What follows belongs to an exercise in optimizing a design on an open flow for small area, a short achievable clock period and few clock cycles; a production flow would make more cautious choices. The RTL was checked by simulation tests, not by an equivalence proof against the original design. Power and IR drop assume default switching activity.

`design.v`:
```
module LASER (
input CLK,
input RST,
input [3:0] X,
input [3:0] Y,
output reg [3:0] C1X,
output reg [3:0] C1Y,
output reg [3:0] C2X,
output reg [3:0] C2Y,
output reg DONE);
reg [3:0]current_state;
reg [3:0]next_state;
reg [2:0] interval;
parameter  INIT = 0;
parameter READ = 1;
parameter CAL_CIRCLE2_LOCATION = 2;
parameter CAL_COVER_RATE = 3;
parameter CAL_UP = 4;
parameter CAL_DOWN = 5;
parameter CAL_LEFT = 6;
parameter CAL_RIGHT = 7;
parameter OPTIMIZE = 8;
parameter OUTPUT = 9;
reg change;
reg circle;
reg [5:0] tmp_max_cover;
reg [5:0] max_cover;
reg [5:0] counter;
reg [3:0] bufferX [39:0];
reg [3:0] bufferY [39:0];
wire [10:0] add_1;
wire [10:0] add_2;
reg [10:0] temp_1;
reg [10:0] temp_2;
reg [10:0] temp_3;
reg [10:0] temp_4;
reg [3:0] dir1, dir2;
assign add_1 = (temp_1 + temp_2);
assign add_2 = (temp_3 + temp_4);
integer i;
reg [3:0] tmpx1, tmpx2, tmpy1, tmpy2;
wire [8:0] mul1, mul2;
assign mul1 =(tmpx1 - bufferX[counter])*(tmpx1 - bufferX[counter]) + (tmpy1 - bufferY[counter])*(tmpy1 - bufferY[counter]);
assign mul2 =(tmpx2 - bufferX[counter])*(tmpx2 - bufferX[counter]) + (tmpy2 - bufferY[counter])*(tmpy2 - bufferY[counter]);
always @(posedge CLK or posedge RST) begin
    if(RST)
        current_state <= INIT;
    else 
        current_state <= next_state;
end
always @(*) begin
case (current_state)
    INIT:
        next_state =(RST)?INIT:READ;
    READ:
        next_state =  (counter == 6'd39)?CAL_CIRCLE2_LOCATION:READ;
    CAL_CIRCLE2_LOCATION:
        next_state = CAL_COVER_RATE;
    CAL_COVER_RATE:
        next_state = (counter == 6'd40)?CAL_DOWN:CAL_COVER_RATE;
    CAL_DOWN:
        next_state =(counter == 6'd40)?CAL_UP:CAL_DOWN;
    CAL_UP:
        next_state =(counter == 6'd40)?CAL_RIGHT:CAL_UP;
    CAL_RIGHT:
        next_state =(counter == 6'd40)?CAL_LEFT:CAL_RIGHT;
    CAL_LEFT:
        next_state =(counter == 6'd40)?OPTIMIZE:CAL_LEFT;
    OPTIMIZE:
        next_state =(dir1 == 0 && dir2 == 0 && change ==0 && interval == 3'd7)?OUTPUT:CAL_DOWN;
    OUTPUT:
        next_state = READ;
    default: 
        next_state = INIT;
endcase
end
always @(posedge CLK)
begin
    if(RST)
    begin
        for(i=0;i<40;i=i+1)
        begin
            bufferX[i] <= 4'b0;
            bufferY[i] <= 4'b0;
        end
        temp_1 <= 0;
        temp_2 <= 0;
        temp_3 <= 0;
        temp_4 <= 0;
    end
    else if(next_state == READ || current_state == READ)
    begin
        if(counter == 0)
        begin
            bufferX[counter] <= X;
            bufferY[counter] <= Y;
            temp_1 <= X;
            temp_3 <= Y;
        end
        else if(counter == 1)
        begin
            bufferX[counter] <= X;
            bufferY[counter] <= Y;
            temp_2 <= X;
            temp_4 <= Y;
        end
        else
        begin
            bufferX[counter] <= X;
            bufferY[counter] <= Y;
            temp_1 <= add_1;
            temp_3 <= add_2;
            temp_2 <= X;
            temp_4 <= Y;
        end
    end
end
always @(posedge CLK) begin
if(RST)
    tmp_max_cover <= 6'd0;
else if(current_state == CAL_COVER_RATE)
begin
    if(counter >0)
    begin
        if(mul1 <=16)
            tmp_max_cover <= tmp_max_cover + 1;
    end
end
else if(current_state == CAL_UP || current_state == CAL_DOWN || current_state == CAL_LEFT ||current_state == CAL_RIGHT)
begin
    if(counter >0)
    begin
        if(mul1 <=16 || mul2 <= 16)
            tmp_max_cover <= tmp_max_cover + 1;
    end
    else
        tmp_max_cover <= 0;
end
else if(current_state == OUTPUT)
    tmp_max_cover <= 0;
end
always @(posedge CLK) begin
if(RST)
    max_cover <= 6'd0;
else if(current_state == CAL_COVER_RATE || current_state == CAL_UP || current_state == CAL_DOWN || current_state == CAL_LEFT || current_state == CAL_RIGHT)
begin
    if(counter == 6'd40)
    begin
        if(tmp_max_cover >max_cover)
            max_cover <= tmp_max_cover;
    end
end
else if(current_state == OUTPUT)
    max_cover <= 0;
end
always @(posedge CLK)
begin
if(RST)
begin
    dir1 <= 0;
    dir2 <= 0;
    change <= 0;
end
else if(current_state == OPTIMIZE && next_state == CAL_DOWN)
begin
    if(!circle && dir2!=0)
        change <= 1;
    else if(circle && dir1!=0)
        change <= 1;
    else
        change <=0;
    dir1 <= 0;
    dir2 <= 0;
end
else if(counter == 6'd40 && tmp_max_cover >max_cover)
begin
    if(circle)
    begin
        change <= 1;
        case(current_state)
            CAL_UP:
                dir2 <= 1;
            CAL_DOWN:
                dir2 <= 2;
            CAL_LEFT:
                dir2 <= 3;
            CAL_RIGHT:
                dir2 <= 4;
        endcase
    end
    else
    begin
        change <= 1;
        case(current_state)
            CAL_UP:
                dir1 <= 1;
            CAL_DOWN:
                dir1 <= 2;
            CAL_LEFT:
                dir1 <= 3;
            CAL_RIGHT:
                dir1 <= 4;
        endcase
    end
end
else if(current_state == OUTPUT)
begin
    dir1 <= 0;
    dir2 <= 0;
end
end
always @(posedge CLK) begin
if(RST)
    circle <= 0;
else if(current_state == CAL_LEFT)
begin
    if(counter == 6'd40)
        if((!circle && dir2==0) || (circle && dir1 == 0))
            circle <= ~circle;
end
else if(current_state == OUTPUT)
    circle <= 0;
end
always @(posedge CLK) begin
if(RST)
begin
    tmpx1 <= 0;
    tmpx2 <= 0;
    tmpy1 <= 0;
    tmpy2 <= 0;
end
else if(next_state == CAL_COVER_RATE)
begin
    tmpx1 <= C1X;
    tmpy1 <= C1Y;
end
else if(current_state == CAL_UP)
begin
    if(circle) 
    begin
        tmpx1 <= C1X-interval;
        tmpy1 <= C1Y;
        tmpx2 <= C2X;
        tmpy2 <= C2Y;
    end
    else  
    begin
        tmpx1 <= C1X;
        tmpy1 <= C1Y;
        tmpx2 <= C2X-interval;
        tmpy2 <= C2Y;
    end
end
else if(current_state == CAL_DOWN)
begin
    if(circle) 
    begin
        tmpx1 <= C1X+interval;
        tmpy1 <= C1Y;
        tmpx2 <= C2X;
        tmpy2 <= C2Y;
    end
    else  
    begin
        tmpx1 <= C1X;
        tmpy1 <= C1Y;
        tmpx2 <= C2X+interval;
        tmpy2 <= C2Y;
    end
end
else if(current_state == CAL_RIGHT)
begin
    if(circle) 
    begin
        tmpx1 <= C1X;
        tmpy1 <= C1Y-interval;
        tmpx2 <= C2X;
        tmpy2 <= C2Y;
    end
    else  
    begin
        tmpx1 <= C1X;
        tmpy1 <= C1Y;
        tmpx2 <= C2X;
        tmpy2 <= C2Y+interval;
    end
end
else if(current_state == CAL_LEFT)
begin
    if(circle) 
    begin
        tmpx1 <= C1X;
        tmpy1 <= C1Y+interval;
        tmpx2 <= C2X;
        tmpy2 <= C2Y;
    end
    else  
    begin
        tmpx1 <= C1X;
        tmpy1 <= C1Y;
        tmpx2 <= C2X;
        tmpy2 <= C2Y-interval;
    end
end
end
always @(posedge CLK) begin
if(RST)
    counter <= 0;
else if(current_state == OUTPUT)
    counter <= 0;
else if(next_state == READ)
    counter <= counter + 1;
else if(current_state == CAL_CIRCLE2_LOCATION)
    counter <= 0;
else if(current_state == CAL_COVER_RATE)
begin
    if(counter == 40)
        counter <= 0;
    else
        counter <= counter + 1;
end
else if(current_state == CAL_UP || current_state == CAL_DOWN || current_state == CAL_LEFT|| current_state == CAL_RIGHT )
begin
    if(counter ==6'd40)
        counter <= 0;
    else 
        counter <= counter +1;
end
else 
    counter <= 0;
end
always @(posedge CLK) begin
if(RST)
begin
    C1X <= 0;
    C1Y <= 0;
    C2X <= 0;
    C2Y <= 0;
    DONE <= 0;
end
else if(current_state == CAL_CIRCLE2_LOCATION)
begin
    C1X <= add_1/40;
    C1Y <= add_2/40;
    C2X <= add_1/40;
    C2Y <= add_2/40;
end
else if(current_state == CAL_UP || current_state == CAL_DOWN || current_state == CAL_LEFT || current_state == CAL_RIGHT)
begin
    if(counter == 6'd40)
    begin
        if(tmp_max_cover > max_cover)
        begin
            C1X <= tmpx1;
            C1Y <= tmpy1;
            C2X <= tmpx2;
            C2Y <= tmpy2;
        end
    end
end
if(next_state == OUTPUT)
begin
    DONE <= 1;
end
else 
    DONE <= 0;
end
always @(posedge CLK) begin
if(RST)
    interval <=1;
else if(change)
    interval <= 1;
else if(current_state == OPTIMIZE && change == 0 && dir1 == 0 && dir2 ==0)
    interval <= interval +1;
else if(current_state == READ)
    interval <= 1;
end
endmodule
```
`config.mk`:
```
export PLATFORM = sky130hd
export DESIGN_NAME = LASER
export DESIGN_NICKNAME = LASER
export VERILOG_FILES = /design/flow/design.v
export SDC_FILE = /design/flow/constraint.sdc
export NUM_CORES = 4
export LEC_CHECK = 0
export CAP_MARGIN = 20
export CORE_MARGIN = 2
export CORE_UTILIZATION = 40
export SLEW_MARGIN = 20
```
`run.sh`:
```
#!/bin/bash
# synth_recipe.tcl (not shown) runs the flow's synth.tcl, then flattens the netlist and writes it again
# the make line also repeats each setting of config.mk as NAME=value (left out here)
make -C /OpenROAD-flow-scripts/flow DESIGN_CONFIG=/design/flow/config.mk WORK_HOME=/design/flow/orfs CLKGATE_MAP_FILE= SYNTH_SCRIPT=/design/flow/synth_recipe.tcl finish
```
`constraint.sdc`:
```
create_clock -name core_clock -period 12.0 [get_ports {CLK}]
set_input_delay 2.4000 -clock core_clock [delete_from_list [all_inputs] [get_ports {CLK}]]
set_output_delay 2.4000 -clock core_clock [all_outputs]
set_load 0.01 [all_outputs]
```
==> flow_summary.ini <==
[timing]
fmax_ghz = 0.1022
worst_slew_pin_slew_ns = 1.054
fin_crit_ns = 9.784
setup_violations = 0
finClkSkew_ns = 0.03889
rsz0062_at_grt = false
setup_slack_ns = 2.216
timing.final.crit_share = 0.8154
hold_violations = 0
whs_ns = 0.4556
finalSetupTns_ns = 0
drv_slew = 0
timing.slew.headroom = 0.2900

[yosys]
synth_cell_type_count = 112
ys.flop_type = edfxtp_1
synthTopCellsByArea = edfxtp_1, and2_1, dfxtp_1
yosys_warnings = 1
synth_top_area_frac = 0.4762
synth_edf_count = 512
synth_area_per_cell_sq_um = 11.53
synth_seq_area_share = 0.5363
async_flop_share = 0.006579
synth_cells = 2801
netlist_area_sq_mm = 0.03229
ys_ff_latch = 608
yosys.area.top_type = edfxtp_1
synthesis.nets = 2989

[route]
drc = 0
first_pass_iters = 6
ant_nets = 0
via_per_inst = 5.866
routed_wl_um = 90490
vias = 22761
drtIter0Drc = 2581
wl_per_cell_um = 23.32

[critical_path]
crit_type = reg -> reg
arrival_ns = 10.27
crit_required_ns = 12.49
cp_max_fo = 34
cp-end-kind = flip-flop
cp_slowest_cell = and3_2
cpMostUsedCell = fa_1
critPathLaunchType = flip-flop
cp_slowest_stage_delay_ns = 0.95

[job]
maxCapViolCount = 0

[cells_and_area]
fin_area_sq_mm = 0.03576
finish.net_count = 2952
drive_gt1_frac = 0.08121
final_util = 0.4461
fill_cells = 7409
antennaDiodeCount = 0
syn2layout_area_growth_pct = 10.74

[die]
io_pins = 27
row_count = 104
core-area_sq_mm = 0.08016
die_width_um = 288.1
die_area_sq_mm = 0.08301
initial_core_util = 0.4028
dieHeight_um = 288.1

[cts]
root_buffer = clkbuf_16
cts.repair.resized = 0
clock-sinks = 608
cts_buffers = 70
postCtsHoldBufs = 0
cts_tree = built
clk_pin_slew_ns = 0.07
clk_latency_ns = 0.62
htree_num_levels = 3
cts_buffer_depth = 3
post_cts_buffers = 0

[place]
hpwl_um = 58840
place_area_sq_mm = 0.03342
dp_slack_ns = 2.355
portBuffers = 26
place_congestion = 0.8808

[power_and_ir_drop]
pwr_density_cell_mw_per_mm2 = 238.7
peakVddDrop_mv = 0.5135
p_leak_nw = 12.79

[min_path]
hp-class = reg -> reg

[global_routing]
grt_pass1_vias = 22627
grt_usage = 0.2194
grt_remaining_overflow = 0
grt_max_degree = 67
grt_pass1_wl_um = 139400
antenna_found_initial = 0

[run_status]
status = finished clean
==> flip-flops by register name (all words and copies together) (netlist names), 4 cells and up <==
signal         cells
C2Y                4
temp_2             4
current_state      4
C2X                4
bufferX          256
tmpy1              4
temp_1            11
max_cover          6
tmpy2              4
tmpx1              4
counter            6
temp_3            11
temp_4             4
C1X                4
tmp_max_cover      6
bufferY          256
C1Y                4
tmpx2              4
==> worst paths after layout <==
check	cells past startpoint	to	startpoint	slack (ns)
hold / removal	2	tmpy2[0]	tmpy2[0]	0.46
max in group asynchronous	2	current_state[3]	RST	9.51
setup reg to reg	33	tmp_max_cover[4]	counter[2]	2.22
min in group asynchronous	2	current_state[0]	RST	2.15
setup / recovery	33	tmp_max_cover[4]	counter[2]	2.22
hold reg to reg	2	tmpy2[0]	tmpy2[0]	0.46
==> placed cells by master (no fill, tap or decap), types with 26 or more instances in the layout <==
cell type  instances
buf_4             46
nand4_1           62
o21ai_1           30
xor2_1            26
inv_1            124
clkbuf_16         75
a31oi_1           30
fa_1              78
nand3_1           40
nor2_1           211
a21oi_1           74
xnor2_1           51
nand2_1          135
a221oi_1          31
o21ai_0           54
ha_1             100
nand2b_1          28
edfxtp_1         512
a22oi_1          221
dfxtp_1           91
and2_1           335
a22o_1            29
nor3_1            28
==> synthesized netlist by cell type (31+ instances only) <==
| cell | number |
|---|---|
| a21oi_1 | 74 |
| nor2_1 | 213 |
| nor3_1 | 32 |
| a22oi_1 | 221 |
| and2_1 | 335 |
| o21ai_0 | 79 |
| ha_1 | 100 |
| nand2_1 | 135 |
| xnor2_1 | 51 |
| edfxtp_1 | 512 |
| fa_1 | 78 |
| nand3_1 | 40 |
| dfxtp_1 | 92 |
| a221oi_1 | 31 |
| nand4_1 | 62 |
| clkbuf_1 | 137 |
| inv_1 | 124 |
==> routing by layer <==
metal | wire length (um) | GRT usage | up-vias
met5 | 0 | 0 | -
met4 | 2412 | 0.06399 | 0
met3 | 6254 | 0.03835 | 149
met2 | 43560 | 0.3611 | 929
met1 | 38270 | 0.2973 | 11397
li1 | - | - | 10286
==> stage by stage <==
| step | cells | power [W] |
|---|---|---|
| after floorplan | 2801 | 0.005601 |
| after global placement | 3750 | 0.006371 |
| after detailed placement | 3751 | 0.006471 |
| after CTS | 3879 | 0.008632 |
| after global routing | 3880 | 0.009255 |
| final | 3880 | 0.008534 |
==> area by class of cell <==
| type | instances | area [sq um] | share of cell area |
|---|---|---|---|
| clock inverter | 39 | 350.3 | 0.009798 |
| clock buffer | 89 | 1979 | 0.05536 |
| inverter | 127 | 476.7 | 0.01333 |
| timing repair buffer | 71 | 570.5 | 0.01596 |
| tap | 1060 | 1326 | 0.03709 |
| sequential | 608 | 17320 | 0.4843 |
| multi-input combinational | 1886 | 13740 | 0.3841 |
==> where the power goes <==
| group | switching, W | internal, W |
|---|---|---|
| clock network | 0.000882 | 0.00126 |
| logic | 0.00218 | 0.00185 |
| registers | 0.0000260 | 0.00234 |
==> cell families (layout without fill, tap and decap cells) <==
family / after synthesis / in the layout / synth area share
DFF: 608 / 608 / 0.5363
muxes: 25 / 25 / 0.008021
xor gates and xnor gates: 79 / 79 / 0.02224
adders and majority gates: 180 / 180 / 0.08773
buffers and inverters: 307 / 326 / 0.03960
and+or+nand+nor: 949 / 949 / 0.1578
AOI/OAI and AO/OA: 653 / 653 / 0.1483
==> critical path, delay by kind of cell (launching register included) <==
family,cells,cell delay (ns)
fa+ha+maj,8,3.41
compound gates,10,2.65
simple gates,7,1.64
flops,1,0.76
buf+inv,5,0.73
xor+xnor,3,0.44
Testbench counts, summed over its fixed seeds: cycles 992,140.

[afterwards: timing with drivers on the ports]
The results above use ideal ports. As a check the final layout listed here was re-extracted and re-timed, cells and wires unchanged.
Step 1 sets driving cells, clkbuf_16 on the clock port and buf_2 on the other inputs (assumed; they add their load-dependent delay and slew).
Step 2 adds t to the input delays and takes it off the output delays; t is the mean of the earliest and latest rising clock arrival at the registers after step 1. Input paths then give back, and output paths get back, about the clock's delay inside the block.
a / b / c = no drivers / after step 1 / after step 2; a / b = the first two.
t, ns: 0.666
slack for setup (ns): 2.216 / 2.216 / 2.216
hold WS [ns]: 0.456 / 0.456 / 0.456
worst setup path at the end: register to register
latest minus earliest clock arrival (ns): 0.045 / 0.045
After both steps this run still meets setup and hold. For this run, drivers alone change the setup slack by 0.000 ns; drivers and shift together by 0.000 ns.
